Source: an optimization exercise on an open RTL-to-GDS flow (aim: small area and a short achievable clock period). Production flows keep margins and buffers that such runs may drop.
In this exercise RTL edits were held to simulation tests only and were not proved equivalent to the original.
No activity file was given, so power comes from the tool's default toggle rates.

## Core
module Core(
  input         clock,
  input         reset,
  output [31:0] io_imem_addr,
  input  [31:0] io_imem_inst,
  output [31:0] io_dmem_addr,
  input  [31:0] io_dmem_rdata,
  output        io_dmem_wen,
  output [31:0] io_dmem_wdata,
  output        io_exit
);
==> flow/config.mk <==
export PLATFORM = sky130hd
export DESIGN_NAME = Core
export DESIGN_NICKNAME = Core
export VERILOG_FILES = /design/flow/design.v
export SDC_FILE = /design/flow/constraint.sdc
export NUM_CORES = 4
export LEC_CHECK = 0
export CAP_MARGIN = 20
export CELL_PAD_IN_SITES_DETAIL_PLACEMENT = 1
export CELL_PAD_IN_SITES_GLOBAL_PLACEMENT = 2
export CORE_MARGIN = 2
export CORE_UTILIZATION = 40
export PLACE_DENSITY = 0.5
export SETUP_SLACK_MARGIN = 4.5
export SLEW_MARGIN = 20
export SYNTH_HIERARCHICAL = 1
export TNS_END_PERCENT = 5
==> flow/constraint.sdc <==
create_clock -name core_clock -period 11.0 [get_ports {clock}]
set_input_delay 2.2000 -clock core_clock [delete_from_list [all_inputs] [get_ports {clock}]]
set_output_delay 2.2000 -clock core_clock [all_outputs]
set_load 0.01 [all_outputs]
standard.sh (not shown) runs the stock make flow with config.mk's settings and CLKGATE_MAP_FILE= SYNTH_SCRIPT=/design/flow/synth_recipe.tcl, a recipe that flattens the netlist after the stock synthesis.
==> flow/flow/run.sh <==
#!/bin/bash
# Own layout flow: the standard synthesis unchanged, then the standard ORFS
# layout with these changes: ports are buffered with buf_4 instead of the
# buffer_ports default, timing repair may resize across cell footprints, and
# clock tree synthesis inserts no dummy load cells.
set -euo pipefail
bash standard.sh synth > synth.log 2>&1
bash standard.sh MATCH_CELL_FOOTPRINT=0 \
  "BUFFER_PORTS_ARGS=-buffer_cell sky130_fd_sc_hd__buf_4" \
  "CTS_ARGS=-sink_clustering_enable -repair_clock_nets -dont_use_dummy_load -buf_list sky130_fd_sc_hd__clkbuf_8" \
  finish > layout.log 2>&1
The first run completed with no timing, DRC or antenna violations.
==> next run, changes <==
Settings changed: SETUP_SLACK_MARGIN 4.5 to 2.5, TNS_END_PERCENT 5 to default.
The new run finished clean.
Register-to-register slack got worse by 0.37 ns.
Utilization falls by 3.7 points.
Synthesized area is unchanged.
Synthesized cell count does not change.
Clock skew climbs by 0.011 ns.
Count of clock-buffer cells in the layout drops by 2.
Sequential share of layout area came out higher by 2.5 points.
Cell count is lower by 2.9%.
Total power shrinks by 2.5%.
Design area falls by 7.2%.
==> next run, changes <==
Settings changed: SETUP_SLACK_MARGIN 2.5 to 3.5, TNS_END_PERCENT from default to 10.
Result: Area after synthesis is unchanged. Utilization went up by 3.1 points. Hold slack barely changes. Routed wire length went down slightly. Worst setup slack improves by 0.63 ns. Total power went up slightly. Count of clock-buffer cells in the layout went up by 3. Critical path depth is unchanged. Non-clock buffer count went up by 199. Sequential power is about the same. Global-route usage went down by 1.1 points.

========
Starting RTL as in the previous note.
Design Core, start of the top module:
module Core(
  input         clock,
  input         reset,
  output [31:0] io_imem_addr,
  input  [31:0] io_imem_inst,
  output [31:0] io_dmem_addr,
  input  [31:0] io_dmem_rdata,
  output        io_dmem_wen,
  output [31:0] io_dmem_wdata,
  output        io_exit
);
==> flow/config.mk <==
export PLATFORM = sky130hd
export DESIGN_NAME = Core
export DESIGN_NICKNAME = Core
export VERILOG_FILES = /design/flow/design.v
export SDC_FILE = /design/flow/constraint.sdc
export NUM_CORES = 4
export LEC_CHECK = 0
export CAP_MARGIN = 20
export CELL_PAD_IN_SITES_DETAIL_PLACEMENT = 1
export CELL_PAD_IN_SITES_GLOBAL_PLACEMENT = 2
export CORE_MARGIN = 2
export CORE_UTILIZATION = 40
export PLACE_DENSITY = 0.5
export SETUP_SLACK_MARGIN = 3.5
export SLEW_MARGIN = 20
export SYNTH_HIERARCHICAL = 1
export TNS_END_PERCENT = 10
==> flow/constraint.sdc <==
create_clock -name core_clock -period 11.0 [get_ports {clock}]
set_input_delay 2.2000 -clock core_clock [delete_from_list [all_inputs] [get_ports {clock}]]
set_output_delay 2.2000 -clock core_clock [all_outputs]
set_load 0.01 [all_outputs]
==> flow/flow/run.sh <==
#!/bin/bash
# Own layout flow: the standard synthesis unchanged, then the standard ORFS
# layout with these changes: ports are buffered with buf_2 instead of the
# buffer_ports default, timing repair may resize across cell footprints, and
# clock tree synthesis inserts no dummy load cells.
set -euo pipefail
bash standard.sh synth > synth.log 2>&1
bash standard.sh MATCH_CELL_FOOTPRINT=0 \
  "BUFFER_PORTS_ARGS=-buffer_cell sky130_fd_sc_hd__buf_2" \
  "CTS_ARGS=-sink_clustering_enable -repair_clock_nets -dont_use_dummy_load -buf_list sky130_fd_sc_hd__clkbuf_8" \
  finish > layout.log 2>&1
Then changed:
--- a/flow/flow/run.sh
+++ b/flow/flow/run.sh
@@ -3 +3 @@
-# layout with these changes: ports are buffered with buf_2 instead of the
+# layout with these changes: ports are buffered with buf_4 instead of the
@@ -9 +9 @@
-  "BUFFER_PORTS_ARGS=-buffer_cell sky130_fd_sc_hd__buf_2" \
+  "BUFFER_PORTS_ARGS=-buffer_cell sky130_fd_sc_hd__buf_4" \
Settings changed: SETUP_SLACK_MARGIN 3.5 to 3.0.
What happened: Routed wire length hardly moves. Setup slack degrades by 0.27 ns. Die area does not change. Utilization decreases by 1.5 points. Sequential power barely changes. Synthesized area does not change. Global-route usage increases by 0.20 points. Via count decreases by about 1.1%. Total power decreases by about 0.32%. First-iteration DRC count decreases by about 0.7%.
Then changed:
--- a/flow/flow/run.sh
+++ b/flow/flow/run.sh
@@ -3 +3 @@
-# layout with these changes: ports are buffered with buf_4 instead of the
+# layout with these changes: ports are buffered with buf_2 instead of the
@@ -9 +9 @@
-  "BUFFER_PORTS_ARGS=-buffer_cell sky130_fd_sc_hd__buf_4" \
+  "BUFFER_PORTS_ARGS=-buffer_cell sky130_fd_sc_hd__buf_2" \
Settings changed: CAP_MARGIN 20 to 10, SETUP_SLACK_MARGIN 3.0 to 2.5, SLEW_MARGIN 20 to 10.
After rerunning: The changed run produced a layout that fails on max-capacitance violations, max-slew violations. Global-route usage shrinks by 0.37 points. Design area decreases by 3.3%. Wire length came out lower by 0.73%. Die area is unchanged. Utilization came out lower by 1.6 points. Sequential share of layout area came out higher by 1.1 points. Area after synthesis is unchanged. Worst setup slack loses 0.41 ns.

## static timing again, ports no longer ideal
Ports are ideal in the flow. The routed layouts listed here were re-timed in OpenROAD. Step 1 (the two cells are an assumption about what drives the block):
set clk [get_ports {clock}]
set_driving_cell -lib_cell sky130_fd_sc_hd__clkbuf_16 $clk
set_driving_cell -lib_cell sky130_fd_sc_hd__buf_2 [delete_from_list [all_inputs] $clk]
Step 2 adds t to the input delays and takes it off the output delays; t is the mean of the earliest and latest rising clock arrival at the registers after step 1. Input paths then give back, and output paths get back, about the clock's delay inside the block. Three values: no drivers, after step 1, after step 2; two values: the first two.
run | t, ns | setup WS [ns] | worst setup path at the end | worst register clock-pin slew, ns
the first run of note 1 | 0.968 | 2.763 / 2.606 / 2.363 | input to register | 0.07 / 0.07
the second run of note 1 | 0.946 | 2.430 / 2.400 / 1.731 | input to register | 0.06 / 0.06
the third run of note 1 | 0.948 | 3.062 / 2.906 / 2.292 | input to register | 0.07 / 0.07
the first run of note 2 | 0.922 | 3.012 / 2.838 / 2.235 | input to register | 0.07 / 0.07
the second run of note 2 | 0.966 | 2.746 / 2.762 / 1.817 | input to register | 0.07 / 0.07
the third run of note 2 | 0.978 | 2.337 / 2.312 / 1.429 | input to register | 0.07 / 0.07
The setup slack of the second run of note 2, which loses most, moves by +0.016 ns with the drivers and by -0.929 ns with both steps.
